This design comes from an exercise in tuning for small area on the open sky130 flow, not from production work. The RTL was checked by simulation tests, not by an equivalence proof against the original design. Power is estimated from default activity; no workload was simulated.

[flow/config.mk]
export PLATFORM = sky130hd
export DESIGN_NAME = petra
export DESIGN_NICKNAME = petra
export VERILOG_FILES = /design/flow/design.v
export SDC_FILE = /design/flow/constraint.sdc
export NUM_CORES = 4
export LEC_CHECK = 0
export CAP_MARGIN = 20
export CORE_MARGIN = 2
export CORE_UTILIZATION = 40
export SLEW_MARGIN = 20
[flow/constraint.sdc]
create_clock -name core_clock -period 10.0 [get_ports {clock}]
set_input_delay 2.0000 -clock core_clock [delete_from_list [all_inputs] [get_ports {clock}]]
set_output_delay 2.0000 -clock core_clock [all_outputs]
set_load 0.01 [all_outputs]
[flow/design.v]
module petra(
	input wire clock,
	input wire reset,
	input wire send_message,
	input wire [8 - 1:0] data_in,
	output reg [8 - 1:0] data_out,
	output reg irq_tx,
	output reg irq_rx,
	input wire signal,
	output reg led
	);
	localparam T_INIT = 3'd0;
	localparam T_WAIT = 3'd1;
	localparam T_ECC  = 3'd2;
	localparam T_TS   = 3'd3;
	localparam T_NORM = 3'd4;
	localparam T_IP1  = 3'd5;
	localparam T_IP   = 3'd6;
	localparam T_ACK  = 3'd7;
	localparam R_INIT = 2'd0;
	localparam R_RECV = 2'd1;
	localparam R_WAIT = 2'd2;
	reg [2:0] tx_state;
	reg [1:0] rx_state;
	reg tx_seq;
	reg rx_seq;
	reg arbiter_ack;
	reg ack_send;       
	reg message_send;   
	reg tx_sent_ack;
	reg rx_ack;         
	reg [1:0] rx_notify_ack;
	reg tx_start_transfer;
	reg [7:0] current_message;
	reg [10:0] current_packet;
	reg [8:0] tm;
	wire tx_timeout = tm[8] & ~tm[0];
	wire timer_reset = reset | (tx_state == T_IP1);
	always @(posedge clock)
	begin
		tm <= tm[8] ? 9'd0 : tm + 1'b1;
		if (timer_reset)
		begin
			tm[8] <= 1'b1;
			tm[0] <= 1'b1;
		end
	end
	wire d3  = current_packet[0];
	wire d5  = current_packet[1];
	wire d6  = current_packet[2];
	wire d7  = current_packet[3];
	wire d9  = current_packet[4];
	wire d10 = current_packet[5];
	wire d11 = current_packet[6];
	wire d12 = current_packet[7];
	wire d13 = current_packet[8];
	wire d14 = current_packet[9];
	wire d15 = current_packet[10];
	wire p1 = d3 ^ d5 ^ d7 ^ d9 ^ d11 ^ d13 ^ d15;
	wire p2 = d3 ^ d6 ^ d7 ^ d10 ^ d11 ^ d14 ^ d15;
	wire p4 = d5 ^ d6 ^ d7 ^ d12 ^ d13 ^ d14 ^ d15;
	wire p8 = d9 ^ d10 ^ d11 ^ d12 ^ d13 ^ d14 ^ d15;
	wire po = p1 ^ p2 ^ d3 ^ p4 ^ d5 ^ d6 ^ d7 ^ p8 ^ d9 ^ d10 ^ d11 ^ d12 ^ d13 ^ d14 ^ d15;
	wire [15:0] tx_frame = {po, d15, d14, d13, d12, d11, d10, d9, p8, d7, d6, d5, p4, d3, p2, p1};
	reg [4:0] enc_pos;
	reg [3:0] enc_cnt;
	wire enc_idle = enc_pos[4] & enc_pos[3];
	wire enc_irq = enc_pos[4] & ~enc_pos[3] & enc_pos[0];
	wire enc_bit = tx_frame[enc_pos[3:0]];
	wire enc_match = enc_bit ? (enc_cnt == 4'd4) : (enc_cnt == 4'd2);
	always @(posedge clock)
	begin
		led <= 1'b0;
		if (reset)
		begin
			enc_pos[4] <= 1'b1;
			enc_pos[3] <= 1'b1;
		end else if (!tx_start_transfer)
		begin
			enc_pos[4] <= 1'b1;
			enc_pos[3] <= 1'b1;
		end else if (enc_idle)
		begin
			enc_pos <= 5'd0;
			enc_cnt <= 4'd0;
			led <= 1'b1;
		end else if (!enc_pos[4])
		begin
			enc_cnt <= enc_cnt + 1'b1;
			if (enc_match)
			begin
				led <= 1'b1;
				enc_cnt <= 4'd0;
				enc_pos <= enc_pos + 1'b1;
			end
		end else if (!enc_pos[0])
			enc_pos[0] <= 1'b1;
	end
	reg [15:0] dec_d;       
	reg dec_pv;             
	reg dec_pval;           
	reg dec_zero;           
	reg [3:0] dec_bit;
	reg [2:0] dec_cnt;
	reg dec_started;
	reg dec_irq;
	reg dec_finished;
	wire dec_abort = dec_started & ~signal & dec_cnt[2] & dec_cnt[0];
	wire [3:0] dec_pidx = dec_bit - 1'b1;
	always @(posedge clock)
	begin
		if (dec_pv)
			dec_d[dec_pidx] <= dec_pval;
		dec_pv <= dec_started & signal & (dec_cnt != 3'd0);
		dec_pval <= dec_cnt[2] | (dec_cnt[1] & dec_cnt[0]);
		dec_zero <= reset | dec_abort | ~dec_finished;
		dec_cnt <= signal ? 3'd0 : dec_cnt + 1'b1;
		if (signal & ~dec_started)
			dec_bit <= 4'd0;
		else if (signal & (dec_cnt != 3'd0))
			dec_bit <= dec_bit + 1'b1;
		if (reset)
		begin
			dec_d[15] <= 1'b0;
			dec_pv <= 1'b0;
			dec_started <= 1'b0;
			dec_irq <= 1'b0;
			dec_finished <= 1'b0;
		end else if (signal)
		begin
			if (!dec_started)
			begin
				dec_started <= 1'b1;
				dec_irq <= 1'b0;
			end else if (dec_bit == 4'd15)
			begin
				dec_finished <= 1'b1;
				dec_irq <= 1'b1;
				dec_started <= 1'b0;
			end
		end else if (dec_abort)
		begin
			dec_started <= 1'b0;
			dec_irq <= 1'b0;
		end
	end
	wire [15:0] f = dec_d;
	wire s1 = f[0] ^ f[2] ^ f[4] ^ f[6] ^ f[8] ^ f[10] ^ f[12] ^ f[14];
	wire s2 = f[1] ^ f[2] ^ f[5] ^ f[6] ^ f[9] ^ f[10] ^ f[13] ^ f[14];
	wire s4 = f[3] ^ f[4] ^ f[5] ^ f[6] ^ f[11] ^ f[12] ^ f[13] ^ f[14];
	wire s8 = f[7] ^ f[8] ^ f[9] ^ f[10] ^ f[11] ^ f[12] ^ f[13] ^ f[14];
	wire o2 = ^f;
	wire [3:0] syn = {s8, s4, s2, s1};
	wire syn0 = (syn == 4'd0);
	wire rx_correct = dec_zero | o2 | syn0;
	wire [10:0] dec_pkt = {
		f[14] ^ (o2 & (syn == 4'd15)), f[13] ^ (o2 & (syn == 4'd14)),
		f[12] ^ (o2 & (syn == 4'd13)), f[11] ^ (o2 & (syn == 4'd12)),
		f[10] ^ (o2 & (syn == 4'd11)), f[9]  ^ (o2 & (syn == 4'd10)),
		f[8]  ^ (o2 & (syn == 4'd9)),  f[6]  ^ (o2 & (syn == 4'd7)),
		f[5]  ^ (o2 & (syn == 4'd6)),  f[4]  ^ (o2 & (syn == 4'd5)),
		f[2]  ^ (o2 & (syn == 4'd3))};
	wire [10:0] received_packet = (dec_zero | ~(o2 | syn0)) ? 11'd0 : dec_pkt;
	wire arbiter_message = (tx_state == T_WAIT) | (tx_state == T_NORM) |
	                       (tx_state == T_IP1) | (tx_state == T_IP) |
	                       (((tx_state == T_ECC) | (tx_state == T_TS)) &
	                        (current_packet[9:8] == 2'b00));
	always @(posedge clock)
	begin
		if (reset)
		begin
			ack_send <= 1'b0;
			message_send <= 1'b0;
		end else
		begin
			message_send <= arbiter_message & (message_send | ~arbiter_ack);
			ack_send <= arbiter_ack & ~(message_send & arbiter_message);
		end
	end
	always @(posedge clock)
	begin
		if (reset)
		begin
			tx_state <= T_INIT;
			rx_state <= R_INIT;
			arbiter_ack <= 1'b0;
			tx_seq <= 1'b0;
			rx_seq <= 1'b0;
			rx_notify_ack <= 2'b00;
			irq_tx <= 1'b0;
			irq_rx <= 1'b0;
			tx_start_transfer <= 1'b0;
			data_out <= 8'd0;
		end else
		begin
			case (tx_state)
				T_INIT: begin
					if (ack_send)
					begin
						current_packet <= {rx_seq, rx_ack, ~rx_ack, 8'b0000_0000};
						tx_state <= T_ECC;
					end else if (send_message)
					begin
						current_message <= data_in;
						tx_state <= T_WAIT;
					end
				end
				T_WAIT: begin
					if (message_send)
					begin
						tx_state <= T_ECC;
						current_packet <= {tx_seq, 2'b00, current_message};
					end
				end
				T_ECC: tx_state <= T_TS;
				T_TS: begin
					tx_state <= (current_packet[9:8] == 2'b00) ? T_NORM : T_ACK;
					tx_start_transfer <= 1'b1;
				end
				T_NORM: tx_state <= T_IP1;
				T_IP1, T_IP: begin
					tx_state <= T_IP;
					if (tx_timeout || rx_notify_ack == 2'b10)
					begin
						tx_start_transfer <= 1'b0;
						tx_state <= T_TS;
						rx_notify_ack <= 2'b00;
					end else if (rx_notify_ack == 2'b01)
					begin
						tx_seq <= ~tx_seq;
						tx_state <= T_INIT;
						rx_notify_ack <= 2'b00;
						irq_tx <= 1'b1;
					end
				end
				T_ACK: begin
					if (enc_irq)
					begin
						arbiter_ack <= 1'b0;
						tx_sent_ack <= 1'b1;
						tx_state <= T_INIT;
					end
				end
			endcase
			case (rx_state)
				R_INIT: begin
					if (dec_irq)
						rx_state <= R_RECV;
				end
				R_RECV: begin
					if (rx_correct)
					begin
						if (received_packet[9:8] == 2'b00 &&
							received_packet[10] == rx_seq)
						begin
							rx_ack <= 1'b0;
							tx_sent_ack <= 1'b0;
							rx_state <= R_WAIT;
							arbiter_ack <= 1'b1;
						end else if (received_packet[9:8] == 2'b00)
						begin
							rx_ack <= 1'b1;
							rx_state <= R_INIT;
							arbiter_ack <= 1'b1;
						end else if (received_packet[9:8] != 2'b11)
						begin
							rx_notify_ack <= received_packet[9:8];
							rx_state <= R_INIT;
						end
					end else
					begin
						arbiter_ack <= 1'b1;
						rx_ack <= 1'b1;
						rx_state <= R_INIT;
					end
				end
				default: begin
					if (tx_sent_ack)
					begin
						data_out <= received_packet[7:0];
						irq_rx <= 1'b1;
						rx_state <= R_INIT;
						rx_seq <= ~rx_seq;
					end
				end
			endcase
		end
	end
endmodule
[flow/flow/run.sh]
#!/bin/bash
bash standard.sh > standard_run.log 2>&1
[flow/standard.sh]
#!/bin/bash
# synth_recipe.tcl (not shown) runs the flow's synth.tcl, then flattens the netlist and writes it again
# the make line also repeats each setting of config.mk as NAME=value (left out here)
make -C /OpenROAD-flow-scripts/flow DESIGN_CONFIG=/design/flow/config.mk WORK_HOME=/design/flow/orfs CLKGATE_MAP_FILE= SYNTH_SCRIPT=/design/flow/synth_recipe.tcl "${@:-finish}"
==> flow_metrics.tcl, run 1 <==
set metrics [dict create \
    final_area_um2 5870 \
    syn_inst 538 \
    std_cell_rows 41 \
    finalNetCount 577 \
    antenna_found_initial 0 \
    r2r_end "tx_sent_ack" \
    placed_area_um2 5570 \
    slew_headroom 0.263 \
    synth-seq-cells 92 \
    rsz0062_at_grt "false" \
    synth_top_cell_by_area "edfxtp_1" \
    dp_slack_ns 6.01 \
    via_per_inst 5.18 \
    grt_overflow 0 \
    drtPass1Iterations 5 \
    antenna_left 0 \
    grt_max_degree 31 \
    setup_viol 0 \
    r2r_cells 8 \
    crit_buf_inv 2 \
    cp-end-kind "flip-flop" \
    cts_resized 0 \
    max_freq_mhz 277 \
    drive_gt1_frac 0.0662 \
    wirelength_um 10600 \
    required_ns 9.96 \
    critPathLaunch "reset" \
    dp_cells 715 \
    dieArea_um2 13900 \
    netlist.area_leader.share 0.249 \
    grt_pass1_vias 3743 \
    yosysWarnings 1 \
    die_w_um 118 \
    fill_cells 1235 \
    startpoint_type "primary input" \
    avgSynthCellArea_um2 9.66 \
    cp.depth 3 \
    cp-endpoint "current_message[4]" \
    fin_cells 731 \
    synth_top_family_by_area "simple AND/OR/NAND/NOR gates" \
    synth_edf_count 43 \
    slowest_delay_ns 0.92 \
    crit_type "primary input to flip-flop" \
    fin_hold_ws_ns 0.403 \
    fin_skew_ns 0.00734 \
    dr_total_vias 3790 \
    ir_worst_vdd_uv 89.7 \
    status "complete, no violations" \
    maxSlewViolCount 0 \
    start_util 0.410 \
    numCtsBuffers 9 \
    period_minus_slack_ns 3.61 \
    maxCapViolCount 0 \
    hpwl_um 8100 \
    path_clk_slew_ns 0.07 \
    drt-initial-drc-count 245 \
    cts_buffer_depth 2 \
    synth.distinct_cells 59 \
    syn-num-nets 561 \
    cts_root_buf "clkbuf_16" \
    regArea_um2 2270 \
    drc 0 \
    grt_pass1_wl_um 17900 \
    p_per_area_nw_per_um2 161 \
    yosysMostFrequentCell "nand2_1" \
    hold_buffers 0 \
    cp.arrival_ns 3.57 \
    worst_slack_ns 6.39 \
    port-buffer-count 22 \
    yosysSeqAreaShare 0.437 \
    numClockSinks 92 \
    clk_latency_ns 0.34 \
    grt_use_total 0.160 \
    routabilityCongestion 0.790 \
    multi_input_area_um2 2790 \
    pin_count 23 \
    ys_top_cells_by_count "nand2_1, dfxtp_1, nor2_1" \
    fin_crit_sh 0.361 \
    synth_async_sr_flop_share 0 \
    setup-tns-final_ns 0 \
    routedWlPerCell_um 14.5 \
    crit_family "simple AND/OR/NAND/NOR gates" \
    tightest_slew_ns 1.10 \
    slowest_stage "nor3b_1" \
    r2r_slack_ns 7.04 \
    synthAdderAreaFrac 0.0265 \
    coreArea_um2 12700 \
    reg2reg_from "dec_d[11]" \
    dieHeight_um 118 \
    post_cts_buffers 0 \
    syn_to_final_growth_pct 13.1 \
    yosys-top-cells-area "edfxtp_1, dfxtp_1, xnor2_1" \
    crit_chain "clkdlybuf4s50_1, buf_4, nor3b_1" \
    path_max_fanout 30 \
    synthMuxAreaShare 0.0272 \
    synth_compound_area_frac 0.137 \
    antenna-diode-count 0 \
    syn-cell-area_um2 5190 \
    ys.flop_type "dfxtp_1" \
    p_leak_nw 2.14 \
    hold_path.class "flip-flop to flip-flop" \
    hold_viol_final 0 \
    cts_max_level 3 \
    cts_tree "yes" \
    synth-simple-area-share 0.185 \
    synth_xor_area_frac 0.158 \
]
layout make-up:
cell class | instances | share of cell area
Timing Repair Buffer | 23 | 0.0388
Inverter | 20 | 0.0128
Clock inverter | 7 | 0.0117
Tap cell | 172 | 0.0366
Multi-Input combinational cell | 408 | 0.475
Sequential cell | 92 | 0.387
Clock buffer | 9 | 0.0383
stage by stage:
stage,util,total power [mW]
after floorplan,-,0.584
after global placement,0.440,0.621
after detailed placement,0.440,0.625
after CTS,0.463,0.958
after global routing,0.464,0.997
final,0.464,0.946
cells in the final DEF (no fill, tap or decap), types with 8 or more instances in the layout:
master           Yosys  routed
inv_1               20      20
and2_1              13      13
xor2_1              26      26
xnor2_1             37      37
ha_1                11      11
nor3_1              24      24
dfxtp_1             49      49
a21oi_1             31      31
nor2_1              48      48
nor2b_1              8       8
edfxtp_1            43      43
nand2_1             52      52
clkdlybuf4s50_1      0      22
nand3_1             16      16
clkbuf_16            0       9
o21ai_0             27      27
nand2b_1             8       8
layer usage:
metal	up-vias	wire length, µm	track usage
met2	55	5380	0.281
met1	1783	4820	0.193
met4	0	70	0.0489
li1	1948	-	-
met5	-	0	0
met3	4	340	0.0373
registers in the layout (all words and copies together), names as in the netlist, 3 cells and up:
signal           count
dec_d               16
current_packet      11
tm                   9
current_message      8
data_out             8
enc_pos              5
dec_bit              4
enc_cnt              4
dec_cnt              3
tx_state             3
kinds of logic after synthesis:
group	Yosys count
fa+ha+maj	11
buf+inv	38
compound gates	111
xor+xnor	75
mux	12
simple gates	199
flops	92
worst register-to-register path, cell delays in order (launching register included):
cell and delay [ns]:
edfxtp_1 0.44, xnor3_2 0.51, xnor3_2 0.53, xnor2_1 0.18
o21a_1 0.17, a211o_1 0.35, o21ai_1 0.22, nand4_1 0.14
a21boi_2 0.17
power by group:
part           leakage, nW  switching, mW  total [mW]  internal (mW)
Sequential           0.793         0.0329       0.453          0.420
Combinational         1.21         0.0929       0.165         0.0720
Clock                0.138          0.154       0.329          0.175
Total                 2.14          0.279       0.946          0.667
worst min-delay path by stage:
| stage | slack, ns | start | end | cells after the start |
|---|---|---|---|---|
| 2_1_floorplan | 0.37 | dec_finished | dec_zero | 1 |
| 3_3_place_gp | 0.38 | dec_finished | dec_zero | 1 |
| 3_5_place_dp | 0.39 | dec_finished | dec_zero | 1 |
| 4_1_cts | 0.41 | dec_finished | dec_zero | 1 |
| 5_1_grt | 0.42 | dec_finished | dec_zero | 1 |
| 6_report | 0.40 | dec_finished | dec_zero | 1 |
==> inputs of run 2 (changes only) <==
==> flow/run.sh (new file) <==
#!/bin/bash
# synth_recipe.tcl (not shown) runs the flow's synth.tcl, then flattens the netlist and writes it again
# the make line also repeats each setting of config.mk as NAME=value (left out here)
make -C /OpenROAD-flow-scripts/flow DESIGN_CONFIG=/design/flow/config.mk WORK_HOME=/design/flow/orfs CLKGATE_MAP_FILE= SYNTH_SCRIPT=/design/flow/synth_recipe.tcl finish
removed: flow/flow/run.sh
removed: flow/standard.sh
==> run 2 against run 1 <==
Global-route usage did not move. Still clean. Register-to-register slack about the same. Clock-buffer cell count did not move. Cell area unchanged. Largest power group unchanged.
==> flow_metrics.tcl, run 2 <==
set metrics [dict create \
    largest_register_ff_count 16 \
    wirelength_um 10600 \
    final_common_cell "nand2_1" \
    ir_worst_vdd_uv 89.7 \
    antenna_left 0 \
    period_minus_slack_ns 3.61 \
    slew_headroom 0.263 \
    std_cell_rows 41 \
    synth_top_cell_by_area "edfxtp_1" \
    antenna-diode-count 0 \
    dr_total_vias 3790 \
    fin_skew_ns 0.00734 \
    holdPathStages 1 \
    cts_resized 0 \
    drive_gt1_frac 0.0662 \
    max_freq_mhz 277 \
    grt_max_degree 31 \
    min_to "dec_zero" \
    coreArea_um2 12700 \
    syn_inst 538 \
    path_max_fanout 30 \
    cts_root_buf "clkbuf_16" \
    syn-num-nets 561 \
    clk_latency_ns 0.34 \
    routabilityCongestion 0.790 \
    pin_count 23 \
    numCtsBuffers 9 \
    finalNetCount 577 \
    ys.flop_type "dfxtp_1" \
    yosysWarnings 1 \
    synth.distinct_cells 59 \
    cts_tree "yes" \
    hold_buffers 0 \
    cp-end-kind "flip-flop" \
    port-buffer-count 22 \
    dieHeight_um 118 \
    reg2reg_from "dec_d[11]" \
    utilization 0.464 \
    setup_viol 0 \
    synth_edf_count 43 \
    start_util 0.410 \
    holdCritStartpoint "dec_finished" \
    crit_buf_inv 2 \
    r2r_cells 8 \
    regMostFlops "dec_d" \
    ys_top_cells_by_count "nand2_1, dfxtp_1, nor2_1" \
    drc 0 \
    worst_slack_ns 6.39 \
    fin_hold_ws_ns 0.403 \
    cp.arrival_ns 3.57 \
    r2r_slack_ns 7.04 \
    synth_async_sr_flop_share 0 \
    dp_cells 715 \
    hold_path.class "flip-flop to flip-flop" \
    cts_max_level 3 \
    grt_overflow 0 \
    rsz0062_at_grt "false" \
    cts_buffer_depth 2 \
    tightest_slew_ns 1.10 \
    required_ns 9.96 \
    avgSynthCellArea_um2 9.66 \
    syn-cell-area_um2 5190 \
    crit_family "simple AND/OR/NAND/NOR gates" \
    post_cts_buffers 0 \
    p_per_area_nw_per_um2 161 \
    die_w_um 118 \
    syn_to_final_growth_pct 13.1 \
    synth-seq-cells 92 \
    setup-tns-final_ns 0 \
    dieArea_um2 13900 \
    slowest_delay_ns 0.92 \
    maxSlewViolCount 0 \
    antenna_found_initial 0 \
    grt_use_total 0.160 \
    status "complete, no violations" \
    startpoint_type "primary input" \
    yosysSeqAreaShare 0.437 \
    crit_type "primary input to flip-flop" \
    critPathLaunch "reset" \
    grt_pass1_wl_um 17900 \
    r2r_end "tx_sent_ack" \
    grt_pass1_vias 3743 \
    dp_slack_ns 6.01 \
    path_clk_slew_ns 0.07 \
    routedWlPerCell_um 14.5 \
    top_regs "dec_d: 16 flops, current_packet: 11 flops, tm: 9 flops" \
    yosysMostFrequentCell "nand2_1" \
    netlist.area_leader.share 0.249 \
    mostFrequentLayoutCells "nand2_1, dfxtp_1, nor2_1, edfxtp_1, xnor2_1" \
    fin_cells 731 \
    numClockSinks 92 \
    hpwl_um 8100 \
    hold_viol_final 0 \
    crit_chain "clkdlybuf4s50_1, buf_4, nor3b_1" \
    drt-initial-drc-count 245 \
    maxCapViolCount 0 \
    drtPass1Iterations 5 \
    fin_crit_sh 0.361 \
    slowest_stage "nor3b_1" \
    p_leak_nw 2.14 \
    via_per_inst 5.18 \
    yosys-top-cells-area "edfxtp_1, dfxtp_1, xnor2_1" \
]
[run 2: cell counts after synthesis]
No cell type changed its count.
[run 2: area by class of cell]
type | instances | area, µm²
Tap cell | 172 | 215
Fill cell | 1235 | 6800
Clock inverter | 7 | 68.8
Clock buffer | 9 | 225
Timing Repair Buffer | 23 | 228
Sequential cell | 92 | 2270
Inverter | 20 | 75.1
Multi-Input combinational cell | 408 | 2790
[run 2: per-stage QoR]
stage | total power, mW | instance area [µm²]
after floorplan | 0.584 | 5190
after global placement | 0.621 | 5570
after detailed placement | 0.625 | 5570
after CTS | 0.958 | 5860
after global routing | 0.997 | 5870
final | 0.946 | 5870
[run 2: worst max-delay path by stage]
stage | cells after the start | end | slack [ns]
after detailed placement | 3 | current_packet[5] | 6.01
after global placement | 3 | current_packet[5] | 6.05
after CTS | 3 | current_packet[5] | 6.39
after global routing | 3 | current_message[0] | 6.33
final | 3 | current_message[4] | 6.39
after floorplan | 2 | current_packet[0] | 6.24
[run 2: power breakdown]
group	internal (mW)	switching [mW]	total [mW]
clock network	0.175	0.154	0.329
registers	0.420	0.0329	0.453
logic	0.0720	0.0929	0.165
[run 2: cell families after synthesis]
kind of cell / count (synthesis) / share of synthesized area
and+or+nand+nor: 199 / 0.185
AOI/OAI and AO/OA: 111 / 0.137
DFF: 92 / 0.437
xor gates and xnor gates: 75 / 0.158
buffers and inverters: 38 / 0.0287
muxes: 12 / 0.0272
adders and majority gates: 11 / 0.0265
[run 2: routing by layer]
metal  wire length (µm)  vias up  global-route usage
met5                  0        -                   0
met4                 70        0              0.0489
met3                340        4              0.0373
met2               5380       55               0.281
met1               4820     1783               0.193
li1                   -     1948                   -

## separate check: timing with driven ports
The results above use ideal ports. As a check the final layouts listed here were re-extracted and re-timed, cells and wires unchanged.
Step 1 assumes that a clkbuf_16 drives the clock port and a buf_2 every other input.
Step 2 moves the port delays by t, midway between the first and last clock arrival at a register: inputs arrive t later, outputs are due t later. That takes back most of the time a late clock gives input paths.
Slacks: ideal / step 1 / step 2; pairs: ideal / step 1.
run | t, ns | setup slack, ns | worst setup path after step 2 | worst register clock-pin slew, ns | worst data-port slew with drivers (ns)
run 1 | 0.376 | 6.395 / 6.410 / 6.034 | input to register | 0.07 / 0.07 | 0.06
run 2 | 0.376 | 6.395 / 6.410 / 6.034 | input to register | 0.07 / 0.07 | 0.06
After both steps every run listed still meets setup and hold.
